This design comes from an exercise in tuning for small area, a short achievable clock period and few clock cycles per item on the open sky130 flow, not from production work.
RTL that was checked went through simulation tests only; none was proved equivalent to the original.

==> job 6844 <==
## mult
module mult(
  input  reset,
  input  clk,
  input  [31:0] a_in,
  input  [31:0] b_in,
  input  start,
  output logic [63:0] product,
  output logic done);
==> flow/config.mk <==
export PLATFORM = sky130hd
export DESIGN_NAME = mult
export DESIGN_NICKNAME = mult
export VERILOG_FILES = /design/flow/design.v
export SDC_FILE = /design/flow/constraint.sdc
export NUM_CORES = 4
export LEC_CHECK = 0
export CAP_MARGIN = 20
export CORE_MARGIN = 2
export CORE_UTILIZATION = 60
export GPL_TIMING_DRIVEN = 0
export PLACE_DENSITY = 0.75
export SETUP_SLACK_MARGIN = 0.05
export SLEW_MARGIN = 20
export SYNTH_HIERARCHICAL = 1
==> flow/constraint.sdc <==
create_clock -name core_clock -period 3.5 [get_ports {clk}]
set_input_delay 0.7000 -clock core_clock [delete_from_list [all_inputs] [get_ports {clk}]]
set_output_delay 0.7000 -clock core_clock [all_outputs]
set_load 0.01 [all_outputs]
standard.sh (not shown) runs the stock make flow with config.mk's settings and CLKGATE_MAP_FILE= SYNTH_SCRIPT=/design/flow/synth_recipe.tcl, a recipe that flattens the netlist after the stock synthesis.
==> flow/flow/run.sh <==
#!/bin/bash
set -euo pipefail
export BUFFER_PORTS_ARGS="-buffer_cell sky130_fd_sc_hd__buf_2"
bash standard.sh > standard_flow.log 2>&1
==> job 5131: changes against job 6844 <==
--- a/flow/design.v
+++ b/flow/design.v
@@ -509,28 +509,28 @@
   mult_fa u_t101 (.a(pp1[21]), .b(t199), .c(t188), .s(t203), .co(t204));
   mult_fa u_t102 (.a(pp0[23]), .b(t190), .c(t201), .s(t205), .co(t206));
   mult_fx u_t103 (.a(t192), .b(t203), .c(t194), .s(t207), .co(t208));
   mult_fx u_t104 (.a(t205), .b(t207), .c(t196), .s(t209), .co(t210));
   mult_fa u_t105 (.a(pp4[16]), .b(pp5[14]), .c(accs[24]), .s(t211), .co(t212));
-  mult_fa u_t106 (.a(pp2[20]), .b(pp3[18]), .c(accc[24]), .s(t213), .co(t214));
+  mult_fx u_t106 (.a(pp2[20]), .b(pp3[18]), .c(accc[24]), .s(t213), .co(t214));
   mult_fa u_t107 (.a(t200), .b(t211), .c(pp1[22]), .s(t215), .co(t216));
   mult_fa u_t108 (.a(pp0[24]), .b(t202), .c(t213), .s(t217), .co(t218));
   mult_fx u_t109 (.a(t204), .b(t215), .c(t206), .s(t219), .co(t220));
   mult_fx u_t110 (.a(t217), .b(t219), .c(t208), .s(t221), .co(t222));
   mult_fa u_t111 (.a(pp4[17]), .b(pp5[15]), .c(accs[25]), .s(t223), .co(t224));
   mult_fx u_t112 (.a(pp2[21]), .b(pp3[19]), .c(accc[25]), .s(t225), .co(t226));
   mult_fa u_t113 (.a(t212), .b(t223), .c(pp0[25]), .s(t227), .co(t228));
   mult_fa u_t114 (.a(pp1[23]), .b(t214), .c(t225), .s(t229), .co(t230));
   mult_fx u_t115 (.a(t216), .b(t227), .c(t218), .s(t231), .co(t232));
-  mult_fa u_t116 (.a(t229), .b(t231), .c(t220), .s(t233), .co(t234));
+  mult_fx u_t116 (.a(t229), .b(t231), .c(t220), .s(t233), .co(t234));
   mult_fx u_t117 (.a(pp4[18]), .b(pp5[16]), .c(accs[26]), .s(t235), .co(t236));
   mult_fa u_t118 (.a(pp3[20]), .b(accc[26]), .c(t235), .s(t237), .co(t238));
   mult_fa u_t119 (.a(t224), .b(pp2[22]), .c(pp0[26]), .s(t239), .co(t240));
   mult_fa u_t120 (.a(pp1[24]), .b(t226), .c(t237), .s(t241), .co(t242));
   mult_fa u_t121 (.a(t228), .b(t239), .c(t230), .s(t243), .co(t244));
   mult_fx u_t122 (.a(t241), .b(t232), .c(t243), .s(t245), .co(t246));
-  mult_fa u_t123 (.a(pp4[19]), .b(pp5[17]), .c(accs[27]), .s(t247), .co(t248));
+  mult_fx u_t123 (.a(pp4[19]), .b(pp5[17]), .c(accs[27]), .s(t247), .co(t248));
   mult_fx u_t124 (.a(pp3[21]), .b(accc[27]), .c(t247), .s(t249), .co(t250));
   mult_fa u_t125 (.a(t236), .b(pp0[27]), .c(pp2[23]), .s(t251), .co(t252));
   mult_fx u_t126 (.a(pp1[25]), .b(t238), .c(t249), .s(t253), .co(t254));
   mult_fx u_t127 (.a(t240), .b(t251), .c(t242), .s(t255), .co(t256));
   mult_fa u_t128 (.a(t253), .b(t244), .c(t255), .s(t257), .co(t258));
@@ -546,35 +546,35 @@
   mult_fa u_t138 (.a(pp3[23]), .b(t262), .c(t273), .s(t277), .co(t278));
   mult_fx u_t139 (.a(t264), .b(t275), .c(t266), .s(t279), .co(t280));
   mult_fx u_t140 (.a(t277), .b(t268), .c(t279), .s(t281), .co(t282));
   mult_fx u_t141 (.a(pp4[22]), .b(pp5[20]), .c(accs[30]), .s(t283), .co(t284));
   mult_fa u_t142 (.a(accc[30]), .b(t272), .c(t283), .s(t285), .co(t286));
-  mult_fa u_t143 (.a(pp0[30]), .b(pp2[26]), .c(pp1[28]), .s(t287), .co(t288));
-  mult_fa u_t144 (.a(pp3[24]), .b(t274), .c(t285), .s(t289), .co(t290));
+  mult_fx u_t143 (.a(pp0[30]), .b(pp2[26]), .c(pp1[28]), .s(t287), .co(t288));
+  mult_fx u_t144 (.a(pp3[24]), .b(t274), .c(t285), .s(t289), .co(t290));
   mult_fx u_t145 (.a(t276), .b(t287), .c(t278), .s(t291), .co(t292));
   mult_fx u_t146 (.a(t289), .b(t291), .c(t280), .s(t293), .co(t294));
   mult_fx u_t147 (.a(pp4[23]), .b(pp5[21]), .c(accs[31]), .s(t295), .co(t296));
   mult_fx u_t148 (.a(accc[31]), .b(t295), .c(pp2[27]), .s(t297), .co(t298));
-  mult_fa u_t149 (.a(t284), .b(pp0[31]), .c(pp1[29]), .s(t299), .co(t300));
+  mult_fx u_t149 (.a(t284), .b(pp0[31]), .c(pp1[29]), .s(t299), .co(t300));
   mult_fa u_t150 (.a(pp3[25]), .b(t286), .c(t297), .s(t301), .co(t302));
   mult_fx u_t151 (.a(t288), .b(t299), .c(t290), .s(t303), .co(t304));
   mult_fx u_t152 (.a(t301), .b(t303), .c(t292), .s(t305), .co(t306));
   mult_fx u_t153 (.a(pp5[22]), .b(pp4[24]), .c(accs[32]), .s(t307), .co(t308));
   mult_fa u_t154 (.a(accc[32]), .b(t307), .c(t296), .s(t309), .co(t310));
-  mult_fa u_t155 (.a(pp0[32]), .b(pp2[28]), .c(pp3[26]), .s(t311), .co(t312));
+  mult_fx u_t155 (.a(pp0[32]), .b(pp2[28]), .c(pp3[26]), .s(t311), .co(t312));
   mult_fx u_t156 (.a(pp1[30]), .b(t309), .c(t298), .s(t313), .co(t314));
   mult_fx u_t157 (.a(t300), .b(t311), .c(t302), .s(t315), .co(t316));
   mult_fx u_t158 (.a(t313), .b(t315), .c(t304), .s(t317), .co(t318));
   mult_fa u_t159 (.a(pp5[23]), .b(ns[0]), .c(accs[33]), .s(t319), .co(t320));
   mult_fx u_t160 (.a(pp4[25]), .b(accc[33]), .c(t308), .s(t321), .co(t322));
-  mult_fa u_t161 (.a(t319), .b(pp1[31]), .c(pp2[29]), .s(t323), .co(t324));
+  mult_fx u_t161 (.a(t319), .b(pp1[31]), .c(pp2[29]), .s(t323), .co(t324));
   mult_fa u_t162 (.a(pp3[27]), .b(t321), .c(t310), .s(t325), .co(t326));
   mult_fx u_t163 (.a(t312), .b(t323), .c(t314), .s(t327), .co(t328));
   mult_fx u_t164 (.a(t325), .b(t327), .c(t316), .s(t329), .co(t330));
   mult_ha u_t165 (.a(pp5[24]), .b(pp4[26]), .s(t331), .co(t332));
   mult_fa u_t166 (.a(accs[34]), .b(t331), .c(accc[34]), .s(t333), .co(t334));
-  mult_fa u_t167 (.a(t320), .b(pp2[30]), .c(pp1[32]), .s(t335), .co(t336));
+  mult_fx u_t167 (.a(t320), .b(pp2[30]), .c(pp1[32]), .s(t335), .co(t336));
   mult_fa u_t168 (.a(t333), .b(pp3[28]), .c(t322), .s(t337), .co(t338));
   mult_fx u_t169 (.a(t324), .b(t335), .c(t326), .s(t339), .co(t340));
   mult_fx u_t170 (.a(t337), .b(t339), .c(t328), .s(t341), .co(t342));
   mult_ha u_t171 (.a(pp4[27]), .b(accs[35]), .s(t343), .co(t344));
   mult_fa u_t172 (.a(pp5[25]), .b(ns[1]), .c(t332), .s(t345), .co(t346));
Settings changed: SETUP_SLACK_MARGIN 0.05 to 0.1.
==> run summary <==
item	job 5131	job 6844
Setup Slack @ Placement	-1140 ps	-1090 ps
Starting density of the core	0.613	0.612
CP max FO	3	8
Finished Layout Cells	2,424	2,395
Count of mapped cells out of synthesis	1,845	1,827
Number of failing setup endpoints in the final timing report	0	4
Library cell contributing the largest single delay on the critical path	sky130_fd_sc_hd__dfxtp_1	sky130_fd_sc_hd__dfxtp_4
Final clock skew	21.1 ps	17.8 ps
Clock tree cell share of total cell area	0.0298	0.0302
Met2 routing resource usage after global routing	0.591	0.586
Die Area	29,900 um^2	29,800 um^2
Layout multi-input combinational cell count	1,477	1,458
Cell area after placement	18,300 um^2	18,200 um^2
Highest clock frequency the design can meet	0.297 GHz	0.285 GHz
Number of global-route vias before repair	14,900	14,600
Status	finished clean	complete, but fails checks
Reasons for failing layout checks	-	negative setup slack
Arrival time worst endpoint	2670 ps	2810 ps
Testbench counts of job 5131, summed over its fixed seeds: cycles 9,600, items 2,400.
The RTL of job 6844 was laid out without a check of its function.

-- port drivers added, routing unchanged --
The results above use ideal ports. As a check the final layouts listed here were re-extracted and re-timed, cells and wires unchanged. Step 1 sets driving cells, clkbuf_16 on the clock port and buf_2 on the other inputs (assumed; they add their load-dependent delay and slew). Step 2 also shifts input and output timing later by t, the mid clock arrival at the registers, as if the neighbouring blocks saw the same clock. a / b / c = ideal ports / drivers / drivers and shift; a / b = the first two.
| run | t (ns) | setup WS [ns] | hold WS [ns] | worst setup path after step 2 | worst register clock-pin slew, ns | worst slew at a driven data input, ns |
|---|---|---|---|---|---|---|
| job 6844 | 0.497 | -0.008 / -0.061 / -0.381 | 0.028 / -0.004 / 0.440 | input to register | 0.08 / 0.08 | 0.04 |
| job 5131 | 0.480 | 0.134 / 0.084 / -0.303 | 0.042 / 0.011 / 0.425 | input to register | 0.08 / 0.08 | 0.04 |
Met with ideal ports but missed after step 2: setup timing in job 5131. For job 5131, which loses most, drivers alone change the setup slack by -0.050 ns; drivers and shift together by -0.437 ns.
